Background: an optimization exercise with open tools, aiming at small area and a short achievable clock period. Do not read the settings as production practice. The RTL was checked by simulation tests, not by an equivalence proof against the original design. No activity file was given, so power comes from the tool's default toggle rates.

==> flow/design.v <==
module PE(
    input wire CLK,
    input wire RESET,
    input wire EN,
    input wire SELECTOR,
    input wire W_EN,
    input wire signed [7:0] active_left,
    output reg signed [7:0] active_right,
    input wire signed [15:0] in_sum,
    output reg signed [15:0] out_sum,
    input wire signed [7:0] in_weight_above,
    output wire signed [7:0] out_weight_below
    );
    reg signed [7:0] weight_1;
    reg signed [7:0] weight_2;
    wire en_n, en_n_lo, en_n_hi;
    pe_inv u_enn (.a(EN), .y(en_n));
    pe_inv u_ennl (.a(EN), .y(en_n_lo));
    pe_inv u_ennh (.a(EN), .y(en_n_hi));
    wire sel_n = ~SELECTOR;
    wire ld1 = EN & W_EN & SELECTOR;
    wire ld2 = EN & W_EN & ~SELECTOR;
    wire ld1_n = ~ld1;
    wire ld2_n = ~ld2;
    wire [7:0] w_use, ar_d, w1_d, w2_d, wb;
    wire [15:0] s_in;
    genvar gi;
    generate for (gi = 0; gi < 8; gi = gi + 1) begin : byte_sel
        pe_ao22 u_wu (.a1(SELECTOR), .a2(weight_2[gi]), .b1(sel_n), .b2(weight_1[gi]), .x(w_use[gi]));
        pe_ao22 u_ar (.a1(EN), .a2(active_left[gi]), .b1(en_n), .b2(active_right[gi]), .x(ar_d[gi]));
        pe_ao22 u_w1 (.a1(ld1), .a2(in_weight_above[gi]), .b1(ld1_n), .b2(weight_1[gi]), .x(w1_d[gi]));
        pe_ao22 u_w2 (.a1(ld2), .a2(in_weight_above[gi]), .b1(ld2_n), .b2(weight_2[gi]), .x(w2_d[gi]));
        pe_ao22 u_wb (.a1(SELECTOR), .a2(weight_1[gi]), .b1(sel_n), .b2(weight_2[gi]), .x(wb[gi]));
    end endgenerate
    generate for (gi = 0; gi < 16; gi = gi + 1) begin : sum_sel
        pe_ao22 u_si (.a1(EN), .a2(in_sum[gi]), .b1(gi < 8 ? en_n_lo : en_n_hi), .b2(out_sum[gi]), .x(s_in[gi]));
    end endgenerate
    wire b_one0, b_two0, b_neg0;
    pe_and2 u_x1 (.a(EN), .b(active_left[0]), .y(b_one0));
    pe_and3b u_x2 (.an(active_left[0]), .b(active_left[1]), .c(EN), .y(b_two0));
    pe_and2 u_x3 (.a(EN), .b(active_left[1]), .y(b_neg0));
    wire bs_0_0, bx_0_0;
    pe_and2 u_x4 (.a(b_one0), .b(w_use[0]), .y(bs_0_0));
    pe_xor2 u_x5 (.a(bs_0_0), .b(b_neg0), .y(bx_0_0));
    wire bs_0_1, bx_0_1;
    pe_ao22 u_x6 (.a1(b_one0), .a2(w_use[1]), .b1(b_two0), .b2(w_use[0]), .x(bs_0_1));
    pe_xor2 u_x7 (.a(bs_0_1), .b(b_neg0), .y(bx_0_1));
    wire bs_0_2, bx_0_2;
    pe_ao22 u_x8 (.a1(b_one0), .a2(w_use[2]), .b1(b_two0), .b2(w_use[1]), .x(bs_0_2));
    pe_xor2 u_x9 (.a(bs_0_2), .b(b_neg0), .y(bx_0_2));
    wire bs_0_3, bx_0_3;
    pe_ao22 u_x10 (.a1(b_one0), .a2(w_use[3]), .b1(b_two0), .b2(w_use[2]), .x(bs_0_3));
    pe_xor2 u_x11 (.a(bs_0_3), .b(b_neg0), .y(bx_0_3));
    wire bs_0_4, bx_0_4;
    pe_ao22 u_x12 (.a1(b_one0), .a2(w_use[4]), .b1(b_two0), .b2(w_use[3]), .x(bs_0_4));
    pe_xor2 u_x13 (.a(bs_0_4), .b(b_neg0), .y(bx_0_4));
    wire bs_0_5, bx_0_5;
    pe_ao22 u_x14 (.a1(b_one0), .a2(w_use[5]), .b1(b_two0), .b2(w_use[4]), .x(bs_0_5));
    pe_xor2 u_x15 (.a(bs_0_5), .b(b_neg0), .y(bx_0_5));
    wire bs_0_6, bx_0_6;
    pe_ao22 u_x16 (.a1(b_one0), .a2(w_use[6]), .b1(b_two0), .b2(w_use[5]), .x(bs_0_6));
    pe_xor2 u_x17 (.a(bs_0_6), .b(b_neg0), .y(bx_0_6));
    wire bs_0_7, bx_0_7;
    pe_ao22 u_x18 (.a1(b_one0), .a2(w_use[7]), .b1(b_two0), .b2(w_use[6]), .x(bs_0_7));
    pe_xor2 u_x19 (.a(bs_0_7), .b(b_neg0), .y(bx_0_7));
    wire bs_0_8, bx_0_8;
    pe_ao22 u_x20 (.a1(b_one0), .a2(w_use[7]), .b1(b_two0), .b2(w_use[7]), .x(bs_0_8));
    pe_xnor2 u_x21 (.a(bs_0_8), .b(b_neg0), .y(bx_0_8));
    wire b_one1, b_two1, b_neg1;
    wire b_x10_1, b_x21_1;
    pe_xor2 u_x22 (.a(active_left[2]), .b(active_left[1]), .y(b_x10_1));
    pe_xor2 u_x23 (.a(active_left[3]), .b(active_left[2]), .y(b_x21_1));
    pe_and2 u_x24 (.a(EN), .b(b_x10_1), .y(b_one1));
    pe_and3b u_x25 (.an(b_x10_1), .b(b_x21_1), .c(EN), .y(b_two1));
    pe_and2 u_x26 (.a(EN), .b(active_left[3]), .y(b_neg1));
    wire bs_1_0, bx_1_0;
    pe_and2 u_x27 (.a(b_one1), .b(w_use[0]), .y(bs_1_0));
    pe_xor2 u_x28 (.a(bs_1_0), .b(b_neg1), .y(bx_1_0));
    wire bs_1_1, bx_1_1;
    pe_ao22 u_x29 (.a1(b_one1), .a2(w_use[1]), .b1(b_two1), .b2(w_use[0]), .x(bs_1_1));
    pe_xor2 u_x30 (.a(bs_1_1), .b(b_neg1), .y(bx_1_1));
    wire bs_1_2, bx_1_2;
    pe_ao22 u_x31 (.a1(b_one1), .a2(w_use[2]), .b1(b_two1), .b2(w_use[1]), .x(bs_1_2));
    pe_xor2 u_x32 (.a(bs_1_2), .b(b_neg1), .y(bx_1_2));
    wire bs_1_3, bx_1_3;
    pe_ao22 u_x33 (.a1(b_one1), .a2(w_use[3]), .b1(b_two1), .b2(w_use[2]), .x(bs_1_3));
    pe_xor2 u_x34 (.a(bs_1_3), .b(b_neg1), .y(bx_1_3));
    wire bs_1_4, bx_1_4;
    pe_ao22 u_x35 (.a1(b_one1), .a2(w_use[4]), .b1(b_two1), .b2(w_use[3]), .x(bs_1_4));
    pe_xor2 u_x36 (.a(bs_1_4), .b(b_neg1), .y(bx_1_4));
    wire bs_1_5, bx_1_5;
    pe_ao22 u_x37 (.a1(b_one1), .a2(w_use[5]), .b1(b_two1), .b2(w_use[4]), .x(bs_1_5));
    pe_xor2 u_x38 (.a(bs_1_5), .b(b_neg1), .y(bx_1_5));
    wire bs_1_6, bx_1_6;
    pe_ao22 u_x39 (.a1(b_one1), .a2(w_use[6]), .b1(b_two1), .b2(w_use[5]), .x(bs_1_6));
    pe_xor2 u_x40 (.a(bs_1_6), .b(b_neg1), .y(bx_1_6));
    wire bs_1_7, bx_1_7;
    pe_ao22 u_x41 (.a1(b_one1), .a2(w_use[7]), .b1(b_two1), .b2(w_use[6]), .x(bs_1_7));
    pe_xor2 u_x42 (.a(bs_1_7), .b(b_neg1), .y(bx_1_7));
    wire bs_1_8, bx_1_8;
    pe_ao22 u_x43 (.a1(b_one1), .a2(w_use[7]), .b1(b_two1), .b2(w_use[7]), .x(bs_1_8));
    pe_xnor2 u_x44 (.a(bs_1_8), .b(b_neg1), .y(bx_1_8));
    wire b_one2, b_two2, b_neg2;
    wire b_x10_2, b_x21_2;
    pe_xor2 u_x45 (.a(active_left[4]), .b(active_left[3]), .y(b_x10_2));
    pe_xor2 u_x46 (.a(active_left[5]), .b(active_left[4]), .y(b_x21_2));
    pe_and2 u_x47 (.a(EN), .b(b_x10_2), .y(b_one2));
    pe_and3b u_x48 (.an(b_x10_2), .b(b_x21_2), .c(EN), .y(b_two2));
    pe_and2 u_x49 (.a(EN), .b(active_left[5]), .y(b_neg2));
    wire bs_2_0, bx_2_0;
    pe_and2 u_x50 (.a(b_one2), .b(w_use[0]), .y(bs_2_0));
    pe_xor2 u_x51 (.a(bs_2_0), .b(b_neg2), .y(bx_2_0));
    wire bs_2_1, bx_2_1;
    pe_ao22 u_x52 (.a1(b_one2), .a2(w_use[1]), .b1(b_two2), .b2(w_use[0]), .x(bs_2_1));
    pe_xor2 u_x53 (.a(bs_2_1), .b(b_neg2), .y(bx_2_1));
    wire bs_2_2, bx_2_2;
    pe_ao22 u_x54 (.a1(b_one2), .a2(w_use[2]), .b1(b_two2), .b2(w_use[1]), .x(bs_2_2));
    pe_xor2 u_x55 (.a(bs_2_2), .b(b_neg2), .y(bx_2_2));
    wire bs_2_3, bx_2_3;
    pe_ao22 u_x56 (.a1(b_one2), .a2(w_use[3]), .b1(b_two2), .b2(w_use[2]), .x(bs_2_3));
    pe_xor2 u_x57 (.a(bs_2_3), .b(b_neg2), .y(bx_2_3));
    wire bs_2_4, bx_2_4;
    pe_ao22 u_x58 (.a1(b_one2), .a2(w_use[4]), .b1(b_two2), .b2(w_use[3]), .x(bs_2_4));
    pe_xor2 u_x59 (.a(bs_2_4), .b(b_neg2), .y(bx_2_4));
    wire bs_2_5, bx_2_5;
    pe_ao22 u_x60 (.a1(b_one2), .a2(w_use[5]), .b1(b_two2), .b2(w_use[4]), .x(bs_2_5));
    pe_xor2 u_x61 (.a(bs_2_5), .b(b_neg2), .y(bx_2_5));
    wire bs_2_6, bx_2_6;
    pe_ao22 u_x62 (.a1(b_one2), .a2(w_use[6]), .b1(b_two2), .b2(w_use[5]), .x(bs_2_6));
    pe_xor2 u_x63 (.a(bs_2_6), .b(b_neg2), .y(bx_2_6));
    wire bs_2_7, bx_2_7;
    pe_ao22 u_x64 (.a1(b_one2), .a2(w_use[7]), .b1(b_two2), .b2(w_use[6]), .x(bs_2_7));
    pe_xor2 u_x65 (.a(bs_2_7), .b(b_neg2), .y(bx_2_7));
    wire bs_2_8, bx_2_8;
    pe_ao22 u_x66 (.a1(b_one2), .a2(w_use[7]), .b1(b_two2), .b2(w_use[7]), .x(bs_2_8));
    pe_xnor2 u_x67 (.a(bs_2_8), .b(b_neg2), .y(bx_2_8));
    wire b_one3, b_two3, b_neg3;
    wire b_x10_3, b_x21_3;
    pe_xor2 u_x68 (.a(active_left[6]), .b(active_left[5]), .y(b_x10_3));
    pe_xor2 u_x69 (.a(active_left[7]), .b(active_left[6]), .y(b_x21_3));
    pe_and2 u_x70 (.a(EN), .b(b_x10_3), .y(b_one3));
    pe_and3b u_x71 (.an(b_x10_3), .b(b_x21_3), .c(EN), .y(b_two3));
    pe_and2 u_x72 (.a(EN), .b(active_left[7]), .y(b_neg3));
    wire bs_3_0, bx_3_0;
    pe_and2 u_x73 (.a(b_one3), .b(w_use[0]), .y(bs_3_0));
    pe_xor2 u_x74 (.a(bs_3_0), .b(b_neg3), .y(bx_3_0));
    wire bs_3_1, bx_3_1;
    pe_ao22 u_x75 (.a1(b_one3), .a2(w_use[1]), .b1(b_two3), .b2(w_use[0]), .x(bs_3_1));
    pe_xor2 u_x76 (.a(bs_3_1), .b(b_neg3), .y(bx_3_1));
    wire bs_3_2, bx_3_2;
    pe_ao22 u_x77 (.a1(b_one3), .a2(w_use[2]), .b1(b_two3), .b2(w_use[1]), .x(bs_3_2));
    pe_xor2 u_x78 (.a(bs_3_2), .b(b_neg3), .y(bx_3_2));
    wire bs_3_3, bx_3_3;
    pe_ao22 u_x79 (.a1(b_one3), .a2(w_use[3]), .b1(b_two3), .b2(w_use[2]), .x(bs_3_3));
    pe_xor2 u_x80 (.a(bs_3_3), .b(b_neg3), .y(bx_3_3));
    wire bs_3_4, bx_3_4;
    pe_ao22 u_x81 (.a1(b_one3), .a2(w_use[4]), .b1(b_two3), .b2(w_use[3]), .x(bs_3_4));
    pe_xor2 u_x82 (.a(bs_3_4), .b(b_neg3), .y(bx_3_4));
    wire bs_3_5, bx_3_5;
    pe_ao22 u_x83 (.a1(b_one3), .a2(w_use[5]), .b1(b_two3), .b2(w_use[4]), .x(bs_3_5));
    pe_xor2 u_x84 (.a(bs_3_5), .b(b_neg3), .y(bx_3_5));
    wire bs_3_6, bx_3_6;
    pe_ao22 u_x85 (.a1(b_one3), .a2(w_use[6]), .b1(b_two3), .b2(w_use[5]), .x(bs_3_6));
    pe_xor2 u_x86 (.a(bs_3_6), .b(b_neg3), .y(bx_3_6));
    wire bs_3_7, bx_3_7;
    pe_ao22 u_x87 (.a1(b_one3), .a2(w_use[7]), .b1(b_two3), .b2(w_use[6]), .x(bs_3_7));
    pe_xor2 u_x88 (.a(bs_3_7), .b(b_neg3), .y(bx_3_7));
    wire bs_3_8, bx_3_8;
    pe_ao22 u_x89 (.a1(b_one3), .a2(w_use[7]), .b1(b_two3), .b2(w_use[7]), .x(bs_3_8));
    pe_xnor2 u_x90 (.a(bs_3_8), .b(b_neg3), .y(bx_3_8));
    wire s91;
    wire c92;
    pe_ha u_x93 (.a(s_in[4]), .b(b_neg2), .s(s91), .co(c92));
    wire s94;
    wire c95;
    pe_ha u_x96 (.a(s_in[5]), .b(bx_0_5), .s(s94), .co(c95));
    wire s97;
    wire c98;
    pe_fa u_x99 (.a(s_in[6]), .b(b_neg3), .ci(bx_0_6), .s(s97), .co(c98));
    wire s100;
    wire c101;
    pe_ha u_x102 (.a(bx_1_4), .b(bx_2_2), .s(s100), .co(c101));
    wire s103;
    wire c104;
    pe_fa u_x105 (.a(s_in[7]), .b(bx_0_7), .ci(bx_1_5), .s(s103), .co(c104));
    wire s106;
    wire c107;
    pe_ha u_x108 (.a(bx_2_3), .b(bx_3_1), .s(s106), .co(c107));
    wire s109;
    wire c110;
    pe_xnor2 u_x111 (.a(s_in[8]), .b(bx_0_8), .y(s109));
    pe_or2 u_x112 (.a(s_in[8]), .b(bx_0_8), .y(c110));
    wire s113;
    wire c114;
    pe_fa u_x115 (.a(bx_1_6), .b(bx_2_4), .ci(bx_3_2), .s(s113), .co(c114));
    wire s116;
    wire c117;
    pe_xnor2 u_x118 (.a(s_in[9]), .b(bx_1_7), .y(s116));
    pe_or2 u_x119 (.a(s_in[9]), .b(bx_1_7), .y(c117));
    wire s120;
    wire c121;
    pe_ha u_x122 (.a(bx_2_5), .b(bx_3_3), .s(s120), .co(c121));
    wire s123;
    wire c124;
    pe_fa u_x125 (.a(s_in[10]), .b(bx_1_8), .ci(bx_2_6), .s(s123), .co(c124));
    wire s126;
    wire c127;
    pe_xnor2 u_x128 (.a(s_in[11]), .b(bx_2_7), .y(s126));
    pe_or2 u_x129 (.a(s_in[11]), .b(bx_2_7), .y(c127));
    wire s130;
    wire c131;
    pe_ha u_x132 (.a(s_in[2]), .b(b_neg1), .s(s130), .co(c131));
    wire s133;
    wire c134;
    pe_ha u_x135 (.a(s_in[3]), .b(bx_0_3), .s(s133), .co(c134));
    wire s136;
    wire c137;
    pe_fa u_x138 (.a(bx_0_4), .b(bx_1_2), .ci(bx_2_0), .s(s136), .co(c137));
    wire s139;
    wire c140;
    pe_fa u_x141 (.a(bx_1_3), .b(bx_2_1), .ci(c92), .s(s139), .co(c140));
    wire s142;
    wire c143;
    pe_fa u_x144 (.a(bx_3_0), .b(c95), .ci(s100), .s(s142), .co(c143));
    wire s145;
    wire c146;
    pe_fa u_x147 (.a(c101), .b(s106), .ci(c98), .s(s145), .co(c146));
    wire s148;
    wire c149;
    pe_fa u_x150 (.a(s109), .b(c107), .ci(c104), .s(s148), .co(c149));
    wire s151;
    wire c152;
    pe_fa u_x153 (.a(c110), .b(s116), .ci(s120), .s(s151), .co(c152));
    wire s154;
    wire c155;
    pe_fa u_x156 (.a(bx_3_4), .b(c117), .ci(c121), .s(s154), .co(c155));
    wire s157;
    wire c158;
    pe_ha u_x159 (.a(bx_3_5), .b(s126), .s(s157), .co(c158));
    wire s160;
    wire c161;
    pe_fa u_x162 (.a(s_in[12]), .b(bx_2_8), .ci(bx_3_6), .s(s160), .co(c161));
    wire s163;
    wire c164;
    pe_xnor2 u_x165 (.a(s_in[13]), .b(bx_3_7), .y(s163));
    pe_or2 u_x166 (.a(s_in[13]), .b(bx_3_7), .y(c164));
    wire s167;
    wire c168;
    pe_ha u_x169 (.a(s_in[0]), .b(b_neg0), .s(s167), .co(c168));
    wire s170;
    wire c171;
    pe_ha u_x172 (.a(s_in[1]), .b(bx_0_1), .s(s170), .co(c171));
    wire s173;
    wire c174;
    pe_fa u_x175 (.a(bx_0_2), .b(bx_1_0), .ci(s130), .s(s173), .co(c174));
    wire s176;
    wire c177;
    pe_fa u_x178 (.a(bx_1_1), .b(c131), .ci(s133), .s(s176), .co(c177));
    wire s179;
    wire c180;
    pe_fa u_x181 (.a(s91), .b(c134), .ci(s136), .s(s179), .co(c180));
    wire s182;
    wire c183;
    pe_fa u_x184 (.a(s94), .b(c137), .ci(s139), .s(s182), .co(c183));
    wire s185;
    wire c186;
    pe_fa u_x187 (.a(c140), .b(s97), .ci(s142), .s(s185), .co(c186));
    wire s188;
    wire c189;
    pe_fa u_x190 (.a(s103), .b(c143), .ci(s145), .s(s188), .co(c189));
    wire s191;
    wire c192;
    pe_fa u_x193 (.a(s113), .b(c146), .ci(s148), .s(s191), .co(c192));
    wire s194;
    wire c195;
    pe_fa u_x196 (.a(c114), .b(c149), .ci(s151), .s(s194), .co(c195));
    wire s197;
    wire c198;
    pe_fa u_x199 (.a(s123), .b(c152), .ci(s154), .s(s197), .co(c198));
    wire s200;
    wire c201;
    pe_fa u_x202 (.a(c124), .b(s157), .ci(c155), .s(s200), .co(c201));
    wire s203;
    wire c204;
    pe_fa u_x205 (.a(c127), .b(c158), .ci(s160), .s(s203), .co(c204));
    wire s206;
    wire c207;
    pe_ha u_x208 (.a(s163), .b(c161), .s(s206), .co(c207));
    wire s209;
    wire c210;
    pe_fa u_x211 (.a(s_in[14]), .b(bx_3_8), .ci(c164), .s(s209), .co(c210));
    wire [15:0] rx = {s_in[15], c207, s206, s203, c198, c195, c192, c189, c186, c183, c180, c177, c174, c171, c168, bx_0_0};
    wire [15:0] ry = {c210, s209, c204, c201, s200, s197, s194, s191, s188, s185, s182, s179, s176, s173, s170, s167};
    wire [15:0] sum;
    wire t212, rc213;
    pe_ha u_x214 (.a(rx[0]), .b(ry[0]), .s(t212), .co(rc213));
    assign sum[0] = t212;
    wire t215, rc216;
    pe_fa u_x217 (.a(rx[1]), .b(ry[1]), .ci(rc213), .s(t215), .co(rc216));
    assign sum[1] = t215;
    wire t218, rc219;
    pe_fa u_x220 (.a(rx[2]), .b(ry[2]), .ci(rc216), .s(t218), .co(rc219));
    assign sum[2] = t218;
    wire t221, rc222;
    pe_fa u_x223 (.a(rx[3]), .b(ry[3]), .ci(rc219), .s(t221), .co(rc222));
    assign sum[3] = t221;
    wire g4, p4;
    pe_ha u_x224 (.a(rx[4]), .b(ry[4]), .s(p4), .co(g4));
    wire g5, p5;
    pe_ha u_x225 (.a(rx[5]), .b(ry[5]), .s(p5), .co(g5));
    wire g6, p6;
    pe_ha u_x226 (.a(rx[6]), .b(ry[6]), .s(p6), .co(g6));
    wire g7, p7;
    pe_ha u_x227 (.a(rx[7]), .b(ry[7]), .s(p7), .co(g7));
    wire g8, p8;
    pe_ha u_x228 (.a(rx[8]), .b(ry[8]), .s(p8), .co(g8));
    wire g9, p9;
    pe_ha u_x229 (.a(rx[9]), .b(ry[9]), .s(p9), .co(g9));
    wire g10, p10;
    pe_ha u_x230 (.a(rx[10]), .b(ry[10]), .s(p10), .co(g10));
    wire g11, p11;
    pe_ha u_x231 (.a(rx[11]), .b(ry[11]), .s(p11), .co(g11));
    wire g12, p12;
    pe_ha u_x232 (.a(rx[12]), .b(ry[12]), .s(p12), .co(g12));
    wire g13, p13;
    pe_ha u_x233 (.a(rx[13]), .b(ry[13]), .s(p13), .co(g13));
    wire g14, p14;
    pe_ha u_x234 (.a(rx[14]), .b(ry[14]), .s(p14), .co(g14));
    wire g15, p15;
    pe_ha u_x235 (.a(rx[15]), .b(ry[15]), .s(p15), .co(g15));
    wire G236 = g4 | (p4 & rc222);
    wire G237 = g6 | (p6 & g5);
    wire P238 = p6 & p5;
    wire G239 = g8 | (p8 & g7);
    wire P240 = p8 & p7;
    wire G241 = g10 | (p10 & g9);
    wire P242 = p10 & p9;
    wire G243 = g12 | (p12 & g11);
    wire P244 = p12 & p11;
    wire G245 = g14 | (p14 & g13);
    wire P246 = p14 & p13;
    wire G247 = G237 | (P238 & G236);
    wire G248 = G241 | (P242 & G239);
    wire P249 = P242 & P240;
    wire G250 = G245 | (P246 & G243);
    wire P251 = P246 & P244;
    wire G252 = G248 | (P249 & G247);
    wire G253 = G250 | (P251 & G252);
    wire G254 = G239 | (P240 & G247);
    wire G255 = G243 | (P244 & G252);
    wire G256 = g5 | (p5 & G236);
    wire G257 = g7 | (p7 & G247);
    wire G258 = g9 | (p9 & G254);
    wire G259 = g11 | (p11 & G252);
    wire G260 = g13 | (p13 & G255);
    wire G261 = g15 | (p15 & G253);
    pe_xor2 u_x262 (.a(p4), .b(rc222), .y(sum[4]));
    pe_xor2 u_x263 (.a(p5), .b(G236), .y(sum[5]));
    pe_xor2 u_x264 (.a(p6), .b(G256), .y(sum[6]));
    pe_xor2 u_x265 (.a(p7), .b(G247), .y(sum[7]));
    pe_xor2 u_x266 (.a(p8), .b(G257), .y(sum[8]));
    pe_xor2 u_x267 (.a(p9), .b(G254), .y(sum[9]));
    pe_xor2 u_x268 (.a(p10), .b(G258), .y(sum[10]));
    pe_xor2 u_x269 (.a(p11), .b(G252), .y(sum[11]));
    pe_xor2 u_x270 (.a(p12), .b(G259), .y(sum[12]));
    pe_xor2 u_x271 (.a(p13), .b(G255), .y(sum[13]));
    pe_xor2 u_x272 (.a(p14), .b(G260), .y(sum[14]));
    pe_xnor2 u_x273 (.a(p15), .b(G253), .y(sum[15]));
    always @(negedge RESET or posedge CLK) begin
        if (~RESET) begin
            out_sum <= 0;
            active_right <= 0;
            weight_1 <= 0;
            weight_2 <= 0;
        end else begin
            out_sum <= sum;
            active_right <= ar_d;
            weight_1 <= w1_d;
            weight_2 <= w2_d;
        end
    end
    assign out_weight_below = wb;
endmodule
module pe_fa(input wire a, input wire b, input wire ci, output wire s, output wire co);
    assign {co, s} = a + b + ci;
endmodule
module pe_ha(input wire a, input wire b, output wire s, output wire co);
    assign {co, s} = a + b;
endmodule
module pe_ao22(input wire a1, input wire a2, input wire b1, input wire b2, output wire x);
    assign x = (a1 & a2) | (b1 & b2);
endmodule
module pe_mux2i(input wire s, input wire a1, input wire a0, output wire y);
    assign y = ~(s ? a1 : a0);
endmodule
module pe_inv(input wire a, output wire y);
    assign y = ~a;
endmodule
module pe_and2(input wire a, input wire b, output wire y);
    assign y = a & b;
endmodule
module pe_and3b(input wire an, input wire b, input wire c, output wire y);
    assign y = ~an & b & c;
endmodule
module pe_nand2(input wire a, input wire b, output wire y);
    assign y = ~(a & b);
endmodule
module pe_nor2(input wire a, input wire b, output wire y);
    assign y = ~(a | b);
endmodule
module pe_or2(input wire a, input wire b, output wire y);
    assign y = a | b;
endmodule
module pe_xor2(input wire a, input wire b, output wire y);
    assign y = a ^ b;
endmodule
module pe_xnor2(input wire a, input wire b, output wire y);
    assign y = ~(a ^ b);
endmodule
module pe_xor3(input wire a, input wire b, input wire c, output wire y);
    assign y = a ^ b ^ c;
endmodule
==> flow/flow/run.sh <==
#!/bin/bash
# Standard layout with two changes: the port buffers are the smallest buffer
# cell, and clock tree synthesis inserts no dummy loads.
set -euo pipefail
export BUFFER_PORTS_ARGS="-buffer_cell sky130_fd_sc_hd__buf_1"
export CTS_ARGS="-sink_clustering_enable -repair_clock_nets -dont_use_dummy_load"
bash standard.sh finish > flow_standard.log 2>&1
==> flow/standard.sh <==
#!/bin/bash
# synth_recipe.tcl (not shown) runs the flow's synth.tcl, then flattens the netlist and writes it again
# the make line also repeats each setting of config.mk as NAME=value (left out here)
make -C /OpenROAD-flow-scripts/flow DESIGN_CONFIG=/design/flow/config.mk WORK_HOME=/design/flow/orfs CLKGATE_MAP_FILE= SYNTH_SCRIPT=/design/flow/synth_recipe.tcl "${@:-finish}"
==> flow/config.mk <==
export PLATFORM = sky130hd
export DESIGN_NAME = PE
export DESIGN_NICKNAME = PE
export VERILOG_FILES = /design/flow/design.v
export SDC_FILE = /design/flow/constraint.sdc
export NUM_CORES = 4
export LEC_CHECK = 0
export CAP_MARGIN = 20
export CORE_MARGIN = 2
export CORE_UTILIZATION = 65
export GPL_TIMING_DRIVEN = 0
export SETUP_SLACK_MARGIN = 0.9
export SLEW_MARGIN = 20
export SYNTH_HIERARCHICAL = 1
==> flow/constraint.sdc <==
create_clock -name core_clock -period 5.5 [get_ports {CLK}]
set_input_delay 1.1000 -clock core_clock [delete_from_list [all_inputs] [get_ports {CLK}]]
set_output_delay 1.1000 -clock core_clock [all_outputs]
set_load 0.01 [all_outputs]
==> flow_summary.yaml, run 1 <==
placement:
  gp_congestion: 0.819
  dp.cells: 436
  dp_hpwl_um: 5620
  place_area_mm2: 0.00384
  port_buffers: 68
yosys:
  synthCells: 297
  syn_avg_cell_area_um2: 11.7
  ys_ff_latch: 40
  syn-num-nets: 385
  synth.lib_cells_used.distinct: 24
  synth_top_family_by_area: "compound AO/OA/AOI/OAI gates"
  synth_xor_area_frac: 0.146
  synth-compound-area-share: 0.259
  yosys.area.top_type: "dfrtp_1"
  yosys.area_share.simple: 0.0576
  syn_area_mm2: 0.00347
  yosysSeqAreaShare: 0.288
  yosys_warnings: 7
  synth_area_leaders: "dfrtp_1 (29%), a22o_1 (22%), fa_1 (16%)"
  muxShareOfSynthArea: 0
  synth_fa_ha_area_frac: 0.242
  synthDominantCellAreaShare: 0.288
power:
  leakage_nw: 2.02
  finalPower_mw: 2.04
  irDropWorstVdd_uv: 513
  power-per-cell-area_mw_per_mm2: 492
route:
  routedWlPerCell_um: 16.5
  route.detailed.vias_per_inst: 5.98
  drt_iter0_markers: 142
  drtAntennaViolNets: 0
  first_pass_iters: 4
  vias: 2719
  drcViolationCount: 0
  totalWireLength_um: 7530
worst_setup_path:
  cp_cell_sequence: "buf_16 > clkinvlp_4 > buf_6 > a22o_4 > a22o_1 > xor2_1 > ha_1 > fa_1 > fa_1 > ha_4 > a21o_1 > a31o_4 > a21o_1 > a21o_1 > xor2_1"
  reg2reg_setup_slack_ps: 1730
  rr_startpoint: "weight_2[2]$_DFF_PN0_"
  arrival_ps: 4710
  end_kind: "register"
  cp-endpoint: "out_sum[12]$_DFF_PN0_"
  slowest_delay_ps: 580
  startpoint_type: "primary input"
  critPathRequiredTime_ps: 5670
  startpoint: "SELECTOR"
  reg2reg_to: "out_sum[12]$_DFF_PN0_"
  reg2reg_depth: 12
  slowest_stage: "fa_1"
  crit_fanout: 7
  path_class: "primary input to register"
  cp_common_cell: "a21o_1"
layout:
  final_area_mm2: 0.00415
  areaGrowthSynthToFinish_pct: 19.5
  instances_no_fill: 455
  mostFrequentLayoutCells: "a22o_1 (82), buf_1 (65), xor2_1 (49)"
  final_common_cell: "a22o_1"
  n_antenna_cell: 0
  post-route-util: 0.808
  nets: 475
  fillers: 340
  final_layout_size_suffix_gt1_frac: 0.104
floorplan:
  die_x_um: 77.1
  core_area_mm2: 0.00514
  die_y_um: 77.1
  die_area_mm2: 0.00594
  io_pins: 69
  start_util: 0.676
  num_rows: 26
sta:
  max_slew_margin: 0.622
  finalCriticalPeriod_ps: 4540
  hold_viol: 0
  holdWs_ps: 499
  max_clock_freq_mhz: 220
  final_max_slew_viol_count: 0
  rsz0062_at_grt: "yes"
  worst_slew_pin_slew_ps: 567
  setup_violations: 0
  skew_ps: 14.1
  finalCritPeriodShare: 0.826
clock_network:
  ctsHoldBuffers: 0
  cts_made_buffers: 5
  cts_buffer_depth: 2
  ctsHtreeMaxLevel: 2
  cts_root_buf: "clkbuf_8"
  cts_tree: "built"
  clock_sinks: 40
  clock_latency_ps: 290
  clk_pin_slew_ps: 70
grt:
  grt_pass1_vias: 2685
  grt.overflow.total: 0
  grt_pass1_wl_um: 12400
  antenna_found_initial: 0
  grt_usage: 0.263
  grt_max_degree: 42
worst_hold_path:
  holdCritPathClass: "register to register"
run_status:
  status: "timing/DRC/antenna clean"
job:
  maxCapViolCount: 0
==> worst min-delay path by stage <==
stage,startpoint,endpoint,slack (ps),depth (start not counted)
final,active_right[7]$_DFF_PN0_,active_right[7]$_DFF_PN0_,500,1
after detailed placement,active_right[6]$_DFF_PN0_,active_right[6]$_DFF_PN0_,480,1
after floorplan,weight_1[0]$_DFF_PN0_,weight_1[0]$_DFF_PN0_,490,1
after CTS,active_right[2]$_DFF_PN0_,active_right[2]$_DFF_PN0_,500,1
after global placement,active_right[3]$_DFF_PN0_,active_right[3]$_DFF_PN0_,480,1
after global routing,active_right[1]$_DFF_PN0_,active_right[1]$_DFF_PN0_,520,1
==> critical path: cells and delay by family <==
family                     cells  cell delay (ps)
adders and majority gates      4             1630
AOI/OAI and AO/OA              6             1250
buffers and inverters          3              430
xor gates and xnor gates       2              300
==> cell usage after synthesis (all sizes together) <==
library cell and number:
a21o 5, a21oi 6, a22o 88, a31o 1, and2 12, and3b 4
dfrtp 40, fa 27, ha 24, inv 6, nand2 4, nand2b 1
nand3 2, nor2 6, nor3 1, o211ai 1, o21a 1, o21ai 3
o21bai 1, o31ai 1, or2 4, or3 1, xnor2 9, xor2 49
==> Yosys stat by module (local to each module, per instance) <==
module / flip-flops and latches / area (um2) / times used
PE: 40 / 1210 / 1
pe_fa: 0 / 20.0 / 27
pe_ha: 0 / 12.5 / 24
pe_and3b: 0 / 8.76 / 4
pe_ao22: 0 / 8.76 / 88
pe_xnor2: 0 / 8.76 / 9
pe_xor2: 0 / 8.76 / 49
pe_and2: 0 / 6.26 / 12
pe_or2: 0 / 6.26 / 4
pe_inv: 0 / 3.75 / 3
==> power by group <==
part | switching [mW] | internal (mW) | total (mW) | leakage (nW)
combinational | 0.754 | 0.658 | 1.41 | 1.50
sequential | 0.0520 | 0.401 | 0.453 | 0.484
clock | 0.0966 | 0.0819 | 0.178 | 0.0359
total | 0.903 | 1.14 | 2.04 | 2.02
==> stage by stage <==
| step | setup TNS (ps) | worst slack, ps |
|---|---|---|
| 2_1_floorplan | 0 | 952 |
| 3_3_place_gp | -2830 | -503 |
| 3_5_place_dp | -949 | -260 |
| 4_1_cts | 0 | 908 |
| 5_1_grt | 0 | 836 |
| 6_report | 0 | 960 |
==> metal layers <==
metal,wire (um),part of all wire,global-route usage
met2,3680,0.49,0.438
met1,3440,0.46,0.367
met3,350,0.046,0.0376
met4,59,0.0078,0.0643
met5,0,0,0
==> cell type report <==
cell class | instances | area [um2] | share of cell area
Multi-Input combinational cell | 251 | 2550 | 0.614
Sequential cell | 40 | 1000 | 0.241
Timing Repair Buffer | 83 | 420 | 0.101
Tap cell | 70 | 87.6 | 0.0211
Clock buffer | 5 | 68.8 | 0.0166
Inverter | 6 | 26.3 | 0.00633
==> kinds of logic (layout without fill, tap and decap cells) <==
kind of cell	Yosys count	after routing
AOI/OAI and AO/OA	107	107
buffers and inverters	6	94
and+or+nand+nor	35	35
adders and majority gates	51	51
DFF	40	40
xor gates and xnor gates	58	58
==> registers in the layout (all words and copies together) (netlist names) <==
signal / flops
out_sum: 16
active_right: 8
weight_2: 8
weight_1: 8
==> what timing repair did <==
action	in CTS	in global routing
gates resized for setup	15	17
setup endpoints to repair	11	8
pin swaps	0	9
hold endpoints to repair	0	0
setup buffers	4	10
==> run 2, diff against run 1 <==
--- a/flow/config.mk
+++ b/flow/config.mk
@@ -10,5 +10,5 @@
 export CORE_UTILIZATION = 65
 export GPL_TIMING_DRIVEN = 0
-export SETUP_SLACK_MARGIN = 0.9
+export SETUP_SLACK_MARGIN = 1.1
 export SLEW_MARGIN = 20
 export SYNTH_HIERARCHICAL = 1
==> run 2 against run 1 <==
Still clean; fmax is 2.2% higher; sequential power is 1% higher; sequential share of layout area is 0.99 points lower; hold slack better by 6.4 ps; via count is 6.5% higher; non-clock buffer count is 8 higher; utilization is 3.5 points higher; power is 14% higher; critical path type unchanged; critical endpoint unchanged.
==> flow_summary.yaml, run 2 <==
run_status:
  status: "timing/DRC/antenna clean"
power:
  sequentialPowerShare: 0.198
  clkPwrFrac: 0.076
  switching_share: 0.449
  power-per-cell-area_mw_per_mm2: 536
  p_sw_mw: 1.04
  p_int_mw: 1.28
  pwr-share-comb: 0.726
  leakage_nw: 2.09
  irDropWorstVdd_uv: 547
worst_setup_path:
  cp_cell_sequence: "buf_16 > clkinvlp_4 > buf_6 > a22o_4 > buf_4 > a22o_1 > xor2_1 > ha_1 > fa_2 > fa_1 > ha_2 > nand2_1 > nor2_2 > a21o_1 > a21o_1 > xor2_1"
  end_kind: "register"
  slowest_stage: "fa_2"
  arrival_ps: 4650
  path_class: "primary input to register"
  reg2reg_depth: 13
  timing.critical_path.buf_inv: 4
  reg2reg_to: "out_sum[12]$_DFF_PN0_"
  rr_startpoint: "weight_2[3]$_DFF_PN0_"
  startpoint_type: "primary input"
  crit_fanout: 9
  cpLargestDelayFamily: "adder cells"
  critPathRequiredTime_ps: 5710
  slowest_delay_ps: 550
  reg2reg_setup_slack_ps: 1740
route:
  drtAntennaViolNets: 0
  drcViolationCount: 0
  vias: 2895
  first_pass_iters: 5
  drt_iter0_markers: 170
  route.detailed.vias_per_inst: 6.25
  routedWlPerCell_um: 18.7
  totalWireLength_um: 8670
clock_network:
  ctsHoldBuffers: 0
  cts_root_buf: "clkbuf_8"
  cts_made_buffers: 5
  clock_latency_ps: 290
  clk_pin_slew_ps: 70
  cts_buffer_depth: 2
  clock_sinks: 40
  cts_tree: "built"
  ctsHtreeMaxLevel: 2
sta:
  max_clock_freq_mhz: 225
  rsz0062_at_grt: "yes"
  worst_slew_pin_slew_ps: 562
  final_max_slew_viol_count: 0
  holdWs_ps: 505
  max_slew_margin: 0.625
  finalCritPeriodShare: 0.808
  hold_viol: 0
  setup_violations: 0
  skew_ps: 12.4
  finalCriticalPeriod_ps: 4440
yosys:
  synthDominantCellAreaShare: 0.288
  syn_avg_cell_area_um2: 11.7
  synth_ff_type: "dfrtp_1"
  synth_edf_count: 0
  syn-num-nets: 385
  synthArstFlopShare: 1.00
  yosys_warnings: 7
  ys_ff_latch: 40
  synth_common_cells: "a22o_1 (88), xor2_1 (49), dfrtp_1 (40), fa_1 (27), ha_1 (24)"
  yosys.area.top_type: "dfrtp_1"
  syn_area_mm2: 0.00347
  synth.lib_cells_used.distinct: 24
  yosysSeqAreaShare: 0.288
  synth_area_leaders: "dfrtp_1 (29%), a22o_1 (22%), fa_1 (16%)"
  yosysMostFrequentCell: "a22o_1"
  synthCells: 297
floorplan:
  core_area_mm2: 0.00514
  die_x_um: 77.1
  num_rows: 26
  die_area_mm2: 0.00594
  io_pins: 69
  die_y_um: 77.1
  start_util: 0.676
grt:
  antenna_found_initial: 0
  globalRoute.busiestLayer: "met2"
  met3_usage: 0.0400
  grt.overflow.total: 0
  grt_pass1_wl_um: 14100
  grt_use_met2: 0.517
  grt_pass1_vias: 2973
  grt_max_degree: 42
  global_route.usage.met1: 0.391
  grt_usage: 0.301
placement:
  port_buffers: 68
  place_area_mm2: 0.00392
  dp_hpwl_um: 5870
  gp_congestion: 0.840
layout:
  nets: 483
  areaGrowthSynthToFinish_pct: 24.6
  n_antenna_cell: 0
  mostFrequentLayoutCells: "a22o_1 (80), buf_1 (61), xor2_1 (49)"
  top_register: "out_sum"
  final_common_cell: "a22o_1"
  fillers: 309
  largest_reg_flops: 16
  final_area_mm2: 0.00433
  final_layout_size_suffix_gt1_frac: 0.188
worst_hold_path:
  holdCritPathClass: "register to register"
  min_to: "active_right[7]$_DFF_PN0_"
  worstHoldPathCells: 1
  worstHoldStart: "active_right[7]$_DFF_PN0_"
job:
  maxCapViolCount: 0
run 2: power by group through the flow:
stage	logic [mW]	registers, mW	clock network (mW)
2_1_floorplan	0.989	0.483	0
3_3_place_gp	1.25	0.456	0
3_5_place_dp	1.31	0.460	0
4_1_cts	1.43	0.456	0.183
5_1_grt	1.83	0.468	0.197
6_report	1.68	0.459	0.178
run 2: layout make-up:
type                       instances  area, um2  area share
clock buffer                       5       68.8      0.0159
inverter                           6       26.3     0.00607
multi-input combinational        251       2650       0.611
sequential                        40       1000       0.231
tap                               70       87.6      0.0202
timing repair buffer              91        500       0.116
run 2: worst max path at each step:
stage	from	to	slack, ps	cells past startpoint
5_1_grt	SELECTOR	out_sum[15]$_DFF_PN0_	980	16
4_1_cts	active_left[1]	out_sum[15]$_DFF_PN0_	1100	15
3_5_place_dp	SELECTOR	out_sum[14]$_DFF_PN0_	-450	14
6_report	SELECTOR	out_sum[12]$_DFF_PN0_	1060	16
3_3_place_gp	EN	out_sum[14]$_DFF_PN0_	-400	13
2_1_floorplan	SELECTOR	out_sum[12]$_DFF_PN0_	1040	13
run 2: Yosys stat by module, one instance, submodules excluded, excerpt:
module    cells  flip-flops and latches  times used  area, um2
pe_and2       1                       0          12       6.26
PE           77                      40           1       1210
pe_xnor2      1                       0           9       8.76
pe_and3b      1                       0           4       8.76
pe_ha         1                       0          24       12.5
pe_ao22       1                       0          88       8.76
pe_fa         1                       0          27       20.0
pe_xor2       1                       0          49       8.76
pe_inv        1                       0           3       3.75
run 2: metal layers:
layer  up-vias  wire length [um]
li1       1319                 -
met1      1431              3530
met2       122              4450
met3        23               467
met4         0               227
met5         -                 0
run 2: cell families (layout without fill, tap and decap cells):
logic type      count (synthesis)  count (layout)  share of synthesized area
compound gates                107             107                      0.259
fa+ha+maj                      51              51                      0.242
simple gates                   35              35                     0.0576
xor+xnor                       58              58                      0.146
flops                          40              40                      0.288
buf+inv                         6             102                    0.00648
run 2: stage by stage:
| step | utilization | TNS (ps) | total power, mW | worst slack, ps | instances |
|---|---|---|---|---|---|
| CTS | 0.816 | 0 | 2.07 | 1100 | 459 |
| detailed placement | 0.763 | -2480 | 1.77 | -447 | 436 |
| global route | 0.842 | 0 | 2.50 | 977 | 463 |
| finish | 0.842 | 0 | 2.32 | 1060 | 463 |
| global placement | 0.759 | -1990 | 1.70 | -400 | 435 |
| floorplan | - | 0 | 1.47 | 1040 | 297 |
run 2: repair_timing:
action	4_1_cts	5_1_grt
endpoints found under the setup margin	13	8
pin swaps	13	16
setup buffers	18	4
gates resized for setup	29	25
==> run 3, diff against run 2 <==
--- a/flow/config.mk
+++ b/flow/config.mk
@@ -10,5 +10,5 @@
 export CORE_UTILIZATION = 65
 export GPL_TIMING_DRIVEN = 0
-export SETUP_SLACK_MARGIN = 1.1
+export SETUP_SLACK_MARGIN = 0.7
 export SLEW_MARGIN = 20
 export SYNTH_HIERARCHICAL = 1
==> run 3 against run 2 <==
Die area unchanged; flip-flop and latch count unchanged; synthesized area unchanged; utilization down 6.2 points; setup slack worse by 200 ps; wire length down 16%; clock skew up 1.5 ps; largest cell class unchanged.
==> flow_summary.yaml, run 3 <==
floorplan:
  io_pins: 69
  die_x_um: 77.1
  num_rows: 26
  die_area_mm2: 0.00594
  start_util: 0.676
  die_y_um: 77.1
  core_area_mm2: 0.00514
yosys:
  yosysMostFrequentCell: "a22o_1"
  synth_edf_count: 0
  yosysSeqAreaShare: 0.288
  synth_ff_type: "dfrtp_1"
  synthCells: 297
  yosys.area.top_type: "dfrtp_1"
  synth.lib_cells_used.distinct: 24
  syn-num-nets: 385
  yosys_warnings: 7
  synth_common_cells: "a22o_1 (88), xor2_1 (49), dfrtp_1 (40), fa_1 (27), ha_1 (24)"
  ys_ff_latch: 40
  syn_area_mm2: 0.00347
  synthDominantCellAreaShare: 0.288
  syn_avg_cell_area_um2: 11.7
  synth_area_leaders: "dfrtp_1 (29%), a22o_1 (22%), fa_1 (16%)"
  synthArstFlopShare: 1.00
power:
  power-per-cell-area_mw_per_mm2: 485
  leakage_nw: 1.94
  irDropWorstVdd_uv: 505
  finalPower_mw: 1.94
clock_network:
  cts_tree: "built"
  clk_pin_slew_ps: 70
  clock_latency_ps: 300
  cts_made_buffers: 5
  clock_sinks: 40
  ctsHtreeMaxLevel: 2
  cts_root_buf: "clkbuf_8"
  cts_buffer_depth: 2
route:
  drcViolationCount: 0
  totalWireLength_um: 7290
  drt_iter0_markers: 113
  route.detailed.vias_per_inst: 6.07
  first_pass_iters: 4
  vias: 2709
  routedWlPerCell_um: 16.3
  drtAntennaViolNets: 0
sta:
  worst_slew_pin_slew_ps: 565
  finalCriticalPeriod_ps: 4640
  final_max_slew_viol_count: 0
  setup_violations: 0
  rsz0062_at_grt: "no"
  max_slew_margin: 0.623
  skew_ps: 13.8
  hold_viol: 0
  finalCritPeriodShare: 0.844
  max_clock_freq_mhz: 215
layout:
  top_register: "out_sum"
  instances_no_fill: 446
  n_antenna_cell: 0
  areaGrowthSynthToFinish_pct: 15.4
  nets: 466
  final_layout_size_suffix_gt1_frac: 0.0798
  largest_reg_flops: 16
  final_common_cell: "a22o_1"
  mostFrequentLayoutCells: "a22o_1 (82), buf_1 (65), xor2_1 (49)"
worst_setup_path:
  slowest_delay_ps: 550
  arrival_ps: 4820
  cp_common_cell: "a21o_1"
  path_class: "primary input to register"
  startpoint_type: "primary input"
  slowest_stage: "fa_1"
  end_kind: "register"
  crit_fanout: 18
  critPathRequiredTime_ps: 5670
  cp_cell_sequence: "buf_6 > clkinvlp_4 > buf_4 > a22o_2 > a22o_1 > xor2_1 > ha_1 > fa_1 > fa_1 > ha_4 > a21o_1 > a31o_4 > a21o_1 > a21o_1 > xor2_1"
grt:
  grt_pass1_vias: 2682
  antenna_found_initial: 0
  grt_pass1_wl_um: 12400
  grt_usage: 0.263
  grt.overflow.total: 0
  grt_max_degree: 42
run_status:
  status: "timing/DRC/antenna clean"
job:
  maxCapViolCount: 0
worst_hold_path:
  holdCritPathClass: "register to register"
placement:
  port_buffers: 68
  dp.cells: 436
  gp_congestion: 0.819
  dp_hpwl_um: 5620
==> run 3: cell counts after synthesis <==
No cell type changed its count.
==> run 3: layer usage <==
metal | up-vias | share of wire | global-route usage
met2 | 92 | 0.48 | 0.435
li1 | 1284 | - | -
met4 | 0 | 0.0081 | 0.0679
met3 | 7 | 0.057 | 0.0376
met5 | - | 0 | 0
met1 | 1326 | 0.46 | 0.366
==> run 3: power breakdown <==
group          internal, mW  switching, mW  total [mW]  leakage [nW]
sequential            0.401         0.0505       0.451         0.484
clock                0.0819         0.0980       0.180        0.0359
combinational         0.592          0.720        1.31          1.43
total                  1.08          0.868        1.94          1.94
==> run 3: cell families (layout without fill, tap and decap cells) <==
kind of cell,after synthesis,in the layout,synth area share
flip-flops,40,40,0.288
AO/OA/AOI/OAI,107,107,0.259
XOR/XNOR,58,58,0.146
buffers and inverters,6,85,0.00648
AND/OR/NAND/NOR,35,35,0.0576
adder cells (fa/ha/maj),51,51,0.242
==> run 3: per-stage QoR <==
stage	TNS (ps)	cell area, um2	hold slack, ps	worst slack [ps]	util
after global placement	-2830	3820	477	-503	0.742
after global routing	0	4010	523	715	0.780
after floorplan	0	3470	487	952	-
final	0	4010	499	856	0.780
after detailed placement	-949	3840	480	-260	0.747
after CTS	0	3950	503	749	0.769
==> run 3: layout make-up <==
| type | count | area, um2 |
|---|---|---|
| sequential | 40 | 1000 |
| inverter | 6 | 26.3 |
| fill | 369 | 1130 |
| tap | 70 | 87.6 |
| multi-input combinational | 251 | 2500 |
| timing repair buffer | 74 | 325 |
| clock buffer | 5 | 68.8 |
==> run 3: final timing paths <==
path                                      startpoint                   endpoint  depth (start not counted)  slack, ps
max in group asynchronous                      RESET      weight_2[4]$_DFF_PN0_                          2       4350
max                                         SELECTOR      out_sum[12]$_DFF_PN0_                         15        860
min                        active_right[7]$_DFF_PN0_  active_right[7]$_DFF_PN0_                          1        500
min in group asynchronous                      RESET       out_sum[2]$_DFF_PN0_                          1        690
min reg2reg                active_right[7]$_DFF_PN0_  active_right[7]$_DFF_PN0_                          1        500
max reg2reg                    weight_2[7]$_DFF_PN0_      out_sum[15]$_DFF_PN0_                         12       1710
==> run 3: critical path, delay by kind of cell <==
| kind | cells | cell delay, ps |
|---|---|---|
| buffers and inverters | 3 | 520 |
| xor gates and xnor gates | 2 | 300 |
| AOI/OAI and AO/OA | 6 | 1330 |
| adders and majority gates | 4 | 1550 |
==> run 3: Yosys stat by module (local to each module, per instance), a selection <==
module    cells inside  copies in the design  cell area (um2)  flops+latches
pe_ao22              1                    88             8.76              0
PE                  77                     1             1210             40
pe_and3b             1                     4             8.76              0
pe_and2              1                    12             6.26              0
pe_xor2              1                    49             8.76              0
pe_inv               1                     3             3.75              0
pe_ha                1                    24             12.5              0
pe_or2               1                     4             6.26              0
pe_xnor2             1                     9             8.76              0
==> run 3: repair_timing <==
action                                  4_1_cts  5_1_grt
hold buffers                                  0        0
pin swaps                                     0        1
resized for setup                             5       15
buffers inserted                              4        1
endpoints found under the setup margin       10        7
==> run 4, diff against run 3 <==
--- a/flow/design.v
+++ b/flow/design.v
@@ -18,5 +18,7 @@
     pe_inv u_ennl (.a(EN), .y(en_n_lo));
     pe_inv u_ennh (.a(EN), .y(en_n_hi));
-    wire sel_n = ~SELECTOR;
+    wire sel_n, sel_n_w;
+    pe_inv u_seln (.a(SELECTOR), .y(sel_n));
+    pe_inv u_selnw (.a(SELECTOR), .y(sel_n_w));
     wire ld1 = EN & W_EN & SELECTOR;
     wire ld2 = EN & W_EN & ~SELECTOR;
@@ -27,5 +29,5 @@
     genvar gi;
     generate for (gi = 0; gi < 8; gi = gi + 1) begin : byte_sel
-        pe_ao22 u_wu (.a1(SELECTOR), .a2(weight_2[gi]), .b1(sel_n), .b2(weight_1[gi]), .x(w_use[gi]));
+        pe_ao22 u_wu (.a1(SELECTOR), .a2(weight_2[gi]), .b1(sel_n_w), .b2(weight_1[gi]), .x(w_use[gi]));
         pe_ao22 u_ar (.a1(EN), .a2(active_left[gi]), .b1(en_n), .b2(active_right[gi]), .x(ar_d[gi]));
         pe_ao22 u_w1 (.a1(ld1), .a2(in_weight_above[gi]), .b1(ld1_n), .b2(weight_1[gi]), .x(w1_d[gi]));
--- a/flow/config.mk
+++ b/flow/config.mk
@@ -10,5 +10,5 @@
 export CORE_UTILIZATION = 65
 export GPL_TIMING_DRIVEN = 0
-export SETUP_SLACK_MARGIN = 0.7
+export SETUP_SLACK_MARGIN = 0.6
 export SLEW_MARGIN = 20
 export SYNTH_HIERARCHICAL = 1
==> run 4 against run 3 <==
Die area increased by 0.23%; setup slack lost 110 ps; still clean on timing, DRC and antenna; flip-flop and latch count did not move; register-to-register slack worse by 70 ps; combinational power is essentially flat; sequential power grew 0.9%; critical path depth shrank 1; non-clock buffer count is 5 lower; largest power group unchanged; hold slack improved by 3.9 ps; design area down 1.2%; wire length up 6.2%.
==> flow_summary.yaml, run 4 <==
run_status:
  status: "timing/DRC/antenna clean"
yosys:
  syn-num-nets: 387
  ys_ff_latch: 40
  synthArstFlopShare: 1.00
  synth.lib_cells_used.distinct: 25
  yosysMostFrequentCell: "a22o_1"
  synth_common_cells: "a22o_1 (88), xor2_1 (49), dfrtp_1 (40), fa_1 (27), ha_1 (24)"
  synthCells: 299
  synth_edf_count: 0
  synthDominantCellAreaShare: 0.287
  syn_area_mm2: 0.00348
  synth_area_leaders: "dfrtp_1 (29%), a22o_1 (22%), fa_1 (16%)"
  yosys.area.top_type: "dfrtp_1"
  yosys_warnings: 7
  syn_avg_cell_area_um2: 11.6
  yosysSeqAreaShare: 0.287
  synth_ff_type: "dfrtp_1"
layout:
  areaGrowthSynthToFinish_pct: 13.7
  final_area_mm2: 0.00396
  n_antenna_cell: 0
  final_common_cell: "a22o_1"
  top_register: "out_sum"
  nets: 463
  fillers: 374
  largest_reg_flops: 16
  mostFrequentLayoutCells: "a22o_1 (83), buf_1 (65), xor2_1 (49)"
  final_layout_size_suffix_gt1_frac: 0.0536
clock_network:
  clk_pin_slew_ps: 70
  cts_buffer_depth: 2
  ctsHtreeMaxLevel: 2
  ctsHoldBuffers: 0
  cts_setup_buffers: 0
  cts.repair.resized: 3
  clock_sinks: 40
  cts_tree: "built"
  clock_latency_ps: 300
  cts_root_buf: "clkbuf_8"
  cts_made_buffers: 5
worst_setup_path:
  path_class: "primary input to register"
  crit_fanout: 20
  timing.critical_path.buf_inv: 2
  cpLargestDelayFamily: "adder cells"
  slowest_stage: "fa_1"
  slowest_delay_ps: 430
  end_kind: "register"
  cp_cell_sequence: "buf_4 > clkinvlp_4 > a22o_2 > a22o_1 > xor2_1 > ha_1 > fa_1 > fa_1 > fa_1 > a21o_1 > a31o_4 > a21o_1 > a21o_1 > xor2_1"
  arrival_ps: 4930
  startpoint_type: "primary input"
  critPathRequiredTime_ps: 5680
placement:
  place_area_mm2: 0.00385
  dp_hpwl_um: 5900
  port_buffers: 68
  pre_cts_ws_ps: -163
  gp_congestion: 0.828
grt:
  antenna_found_initial: 0
  grt_usage: 0.280
  grt.overflow.total: 0
  grt_pass1_vias: 2780
  grt_max_degree: 42
  grt_pass1_wl_um: 13100
sta:
  max_slew_margin: 0.610
  rsz0062_at_grt: "no"
  finalCriticalPeriod_ps: 4750
  worst_slew_pin_slew_ps: 584
  max_clock_freq_mhz: 210
  hold_viol: 0
  final_max_slew_viol_count: 0
  setup_violations: 0
  holdWs_ps: 503
  skew_ps: 10.1
  timing.final.ws_setup_ps: 746
  finalCritPeriodShare: 0.864
route:
  first_pass_iters: 4
  drcViolationCount: 0
  vias: 2720
  totalWireLength_um: 7740
  route.detailed.vias_per_inst: 6.14
  drt_iter0_markers: 112
  drtAntennaViolNets: 0
  routedWlPerCell_um: 17.5
floorplan:
  die_x_um: 77.2
  die_y_um: 77.2
  start_util: 0.677
  num_rows: 26
  io_pins: 69
  core_area_mm2: 0.00514
  die_area_mm2: 0.00596
power:
  leakage_nw: 1.94
  power-per-cell-area_mw_per_mm2: 491
  irDropWorstVdd_uv: 458
  finalPower_mw: 1.94
job:
  maxCapViolCount: 0
worst_hold_path:
  holdCritPathClass: "register to register"
==> run 4: cell types whose count changed in the layout (fill, tap and decap cells not counted), sizes merged <==
cell	change
buf	-5
inv	+1
nand2	+1
nand3	-1
or2	+1
==> run 4: metal layers <==
| layer | up-vias | global-route usage | part of all wire |
|---|---|---|---|
| li1 | 1278 | - | - |
| met5 | - | 0 | 0 |
| met3 | 10 | 0.0435 | 0.047 |
| met1 | 1359 | 0.377 | 0.45 |
| met2 | 73 | 0.479 | 0.50 |
| met4 | 0 | 0.0607 | 0.0096 |
==> run 4: per-module statistics from Yosys, one instance, submodules excluded <==
module    cell area [um2]  cells inside
PE                   1210            77
pe_and2              6.26             1
pe_and3b             8.76             1
pe_ao22              8.76             1
pe_fa                20.0             1
pe_ha                12.5             1
pe_inv               3.75             1
pe_or2               6.26             1
pe_xnor2             8.76             1
pe_xor2              8.76             1
==> run 4: final cells by class <==
cell class	count	area, um2	area share
Sequential cell	40	1000	0.253
Inverter	7	30.0	0.00758
Tap cell	70	87.6	0.0221
Multi-Input combinational cell	252	2490	0.628
Timing Repair Buffer	69	284	0.0717
Clock buffer	5	68.8	0.0174
==> run 4: final timing paths <==
check / from / to / slack, ps / cells past startpoint
max: SELECTOR / out_sum[12]$_DFF_PN0_ / 750 / 14
max in group asynchronous: RESET / out_sum[13]$_DFF_PN0_ / 4370 / 2
min in group asynchronous: RESET / out_sum[4]$_DFF_PN0_ / 670 / 1
min: active_right[7]$_DFF_PN0_ / active_right[7]$_DFF_PN0_ / 500 / 1
min reg2reg: active_right[7]$_DFF_PN0_ / active_right[7]$_DFF_PN0_ / 500 / 1
max reg2reg: weight_2[1]$_DFF_PN0_ / out_sum[12]$_DFF_PN0_ / 1640 / 12
==> run 4: kinds of logic (layout without fill, tap and decap cells) <==
kind of cell	Yosys count	after routing	share of synthesized area
AND/OR/NAND/NOR	36	36	0.0589
buffers and inverters	7	81	0.00755
AO/OA/AOI/OAI	107	107	0.259
flip-flops	40	40	0.287
XOR/XNOR	58	58	0.146
adder cells (fa/ha/maj)	51	51	0.241
==> run 4: through the flow <==
step           utilization  cells  TNS (ps)
5_1_grt              0.770    443         0
4_1_cts              0.763    443         0
6_report             0.770    443         0
2_1_floorplan            -    299         0
3_3_place_gp         0.744    437     -2840
3_5_place_dp         0.749    438      -455
==> run 4: where the power goes <==
part,switching (mW),internal [mW]
Clock,0.102,0.0820
Sequential,0.0542,0.401
Combinational,0.731,0.573
Total,0.887,1.06
==> run 4: worst register-to-register path: cells and delay by family, from the launching register on <==
family	cells	cell delay [ps]
flip-flops	1	400
AO/OA/AOI/OAI	6	1470
XOR/XNOR	2	300
adder cells (fa/ha/maj)	4	1580
==> run 5, diff against run 4 <==
--- a/flow/config.mk
+++ b/flow/config.mk
@@ -10,5 +10,5 @@
 export CORE_UTILIZATION = 65
 export GPL_TIMING_DRIVEN = 0
-export SETUP_SLACK_MARGIN = 0.6
+export SETUP_SLACK_MARGIN = 0.8
 export SLEW_MARGIN = 20
 export SYNTH_HIERARCHICAL = 1
==> run 5 against run 4 <==
Synthesized area is the same; setup slack improved by 160 ps; register-to-register slack improved by 80 ps; cell count increased by 1.6%; non-clock buffer count rose by 7; synthesized cell count unchanged; combinational power is 11% higher; power grew 7.4%; via count grew 2.2%; clock skew grew 1.2 ps; wire length is 4.8% higher; first-iteration DRC count increased by 30%; highest routed layer unchanged.
==> flow_summary.yaml, run 5 <==
sta:
  final_max_slew_viol_count: 0
  finalCritPeriodShare: 0.835
  max_slew_margin: 0.599
  hold_viol: 0
  setup_violations: 0
  finalCriticalPeriod_ps: 4590
  worst_slew_pin_slew_ps: 601
  rsz0062_at_grt: "no"
  max_clock_freq_mhz: 218
  holdWs_ps: 501
  timing.final.ws_setup_ps: 908
  skew_ps: 11.3
layout:
  final_layout_size_suffix_gt1_frac: 0.0974
  final_common_cell: "a22o_1"
  fillers: 351
  top_register: "out_sum"
  areaGrowthSynthToFinish_pct: 18.8
  nets: 470
  n_antenna_cell: 0
  post-route-util: 0.805
  mostFrequentLayoutCells: "a22o_1 (80), buf_1 (65), xor2_1 (49)"
  largest_reg_flops: 16
route:
  route.detailed.vias_per_inst: 6.18
  drtAntennaViolNets: 0
  drcViolationCount: 0
  first_pass_iters: 4
  totalWireLength_um: 8110
  vias: 2779
  routedWlPerCell_um: 18.0
  drt_iter0_markers: 146
power:
  leakage_nw: 2.00
  irDropWorstVdd_uv: 523
  finalPower_mw: 2.09
  power-per-cell-area_mw_per_mm2: 505
yosys:
  syn_area_mm2: 0.00348
  synthCells: 299
  yosys.area.top_type: "dfrtp_1"
  synthDominantCellAreaShare: 0.287
  synth_common_cells: "a22o_1 (88), xor2_1 (49), dfrtp_1 (40), fa_1 (27), ha_1 (24)"
  synth-compound-area-share: 0.259
  synthArstFlopShare: 1.00
  yosysMostFrequentCell: "a22o_1"
  yosysSeqAreaShare: 0.287
  ys_ff_latch: 40
  synth_area_leaders: "dfrtp_1 (29%), a22o_1 (22%), fa_1 (16%)"
  synth_edf_count: 0
  synth.lib_cells_used.distinct: 25
  synth_fa_ha_area_frac: 0.241
  yosys_warnings: 7
  syn_avg_cell_area_um2: 11.6
  synth_xor_area_frac: 0.146
  syn-num-nets: 387
  muxShareOfSynthArea: 0
  synth_ff_type: "dfrtp_1"
  yosys.area_share.simple: 0.0589
  synth_top_family_by_area: "compound AO/OA/AOI/OAI gates"
placement:
  dp_hpwl_um: 5900
  gp_congestion: 0.828
  pre_cts_ws_ps: -163
  port_buffers: 68
worst_setup_path:
  startpoint_type: "primary input"
  arrival_ps: 4770
  slowest_stage: "fa_1"
  end_kind: "register"
  slowest_delay_ps: 430
  crit_fanout: 20
  reg2reg_depth: 12
  timing.critical_path.buf_inv: 2
  cp_common_cell: "a21o_1"
  cp_cell_sequence: "buf_12 > clkinvlp_4 > a22o_4 > a22o_1 > xor2_1 > ha_1 > fa_1 > fa_1 > fa_2 > a21o_1 > a31o_4 > a21o_1 > a21o_1 > xor2_1"
  cp_num_cells: 14
  critPathRequiredTime_ps: 5680
  path_class: "primary input to register"
  cpLargestDelayFamily: "adder cells"
clock_network:
  ctsHoldBuffers: 0
  clk_pin_slew_ps: 70
  cts_tree: "built"
  cts_buffer_depth: 2
  cts_made_buffers: 5
  clock_latency_ps: 300
  ctsHtreeMaxLevel: 2
  cts_root_buf: "clkbuf_8"
  clock_sinks: 40
grt:
  grt_pass1_vias: 2797
  antenna_found_initial: 0
  grt_max_degree: 42
  grt_pass1_wl_um: 13200
  grt_usage: 0.282
  grt.overflow.total: 0
floorplan:
  die_area_mm2: 0.00596
  die_x_um: 77.2
  io_pins: 69
  core_area_mm2: 0.00514
  start_util: 0.677
  num_rows: 26
  die_y_um: 77.2
worst_hold_path:
  worstHoldPathCells: 1
  holdCritPathClass: "register to register"
run_status:
  status: "timing/DRC/antenna clean"
job:
  maxCapViolCount: 0
-- run 5: repair_timing --
action	in CTS	in global routing
buffers inserted	0	7
resized for setup	5	31
cloned	0	0
pin swaps	0	9
endpoints found under the setup margin	10	6
-- run 5: routing by layer --
metal | track usage | up-vias | wire length, um
met1 | 0.379 | 1394 | 3560
met2 | 0.483 | 80 | 4030
li1 | - | 1292 | -
met3 | 0.0435 | 13 | 374
met4 | 0.0607 | 0 | 145
met5 | 0 | - | 0
-- run 5: stage by stage --
| stage | instances | area [um2] | TNS [ps] |
|---|---|---|---|
| 2_1_floorplan | 299 | 3480 | 0 |
| 3_3_place_gp | 437 | 3820 | -2840 |
| 3_5_place_dp | 438 | 3850 | -455 |
| 4_1_cts | 443 | 3930 | 0 |
| 5_1_grt | 450 | 4140 | 0 |
| 6_report | 450 | 4140 | 0 |
-- run 5: where the power goes --
part / leakage [nW] / switching (mW) / internal (mW) / total, mW
logic: 1.48 / 0.779 / 0.665 / 1.44
clock network: 0.0359 / 0.103 / 0.0820 / 0.185
registers: 0.484 / 0.0573 / 0.401 / 0.458
-- run 5: worst paths after layout --
check / to / start / slack (ps)
setup / recovery: out_sum[12]$_DFF_PN0_ / SELECTOR / 910
hold / removal: active_right[7]$_DFF_PN0_ / active_right[7]$_DFF_PN0_ / 500
setup reg to reg: out_sum[12]$_DFF_PN0_ / weight_2[1]$_DFF_PN0_ / 1720
hold reg to reg: active_right[7]$_DFF_PN0_ / active_right[7]$_DFF_PN0_ / 500
max in group asynchronous: active_right[7]$_DFF_PN0_ / RESET / 4370
min in group asynchronous: out_sum[4]$_DFF_PN0_ / RESET / 670
-- run 5: layout make-up --
| cell class | instances | area, um2 | share of cell area |
|---|---|---|---|
| inverter | 7 | 30.0 | 0.00726 |
| timing repair buffer | 76 | 349 | 0.0844 |
| tap | 70 | 87.6 | 0.0212 |
| clock buffer | 5 | 68.8 | 0.0166 |
| multi-input combinational | 252 | 2600 | 0.628 |
| sequential | 40 | 1000 | 0.242 |
-- run 5: cell families (layout without fill, tap and decap cells) --
family / after synthesis / count (layout)
AO/OA/AOI/OAI: 107 / 107
buffers and inverters: 7 / 88
adder cells (fa/ha/maj): 51 / 51
flip-flops: 40 / 40
AND/OR/NAND/NOR: 36 / 36
XOR/XNOR: 58 / 58
-- run 5: per-module statistics from Yosys (local to each module, per instance) --
module / flip-flops and latches / copies in the design
pe_ha: 0 / 24
pe_xor2: 0 / 49
PE: 40 / 1
pe_inv: 0 / 5
pe_and3b: 0 / 4
pe_fa: 0 / 27
pe_ao22: 0 / 88
pe_and2: 0 / 12
pe_xnor2: 0 / 9
pe_or2: 0 / 4

port drivers added, routing unchanged:
In the flow no input, the clock included, has a driving cell. The finished layouts below were timed again as built, in two steps.
Step 1 sets driving cells, clkbuf_16 on the clock port and buf_2 on the other inputs (assumed; they add their load-dependent delay and slew).
Step 2, shift: input delay + t, output delay - t, t = (earliest + latest rising clock arrival at the registers) / 2. This alone moves slack from input paths to output paths.
Three values: no drivers, after step 1, after step 2; two values: the first two.
| run | t (ns) | slack for setup (ns) | clock arrival spread, ns | worst register clock-pin slew, ns |
|---|---|---|---|---|
| run 1 | 0.315 | 0.960 / 0.901 / 0.586 | 0.014 / 0.014 | 0.08 / 0.08 |
| run 2 | 0.318 | 1.057 / 1.002 / 0.685 | 0.012 / 0.013 | 0.08 / 0.08 |
| run 3 | 0.316 | 0.856 / 0.842 / 0.526 | 0.014 / 0.014 | 0.08 / 0.08 |
| run 4 | 0.322 | 0.746 / 0.748 / 0.426 | 0.011 / 0.011 | 0.08 / 0.08 |
| run 5 | 0.323 | 0.908 / 0.852 / 0.530 | 0.012 / 0.011 | 0.08 / 0.08 |
After both steps setup and hold are still met in every run listed. For run 5, which loses most, drivers alone change the setup slack by -0.056 ns; drivers and shift together by -0.378 ns.
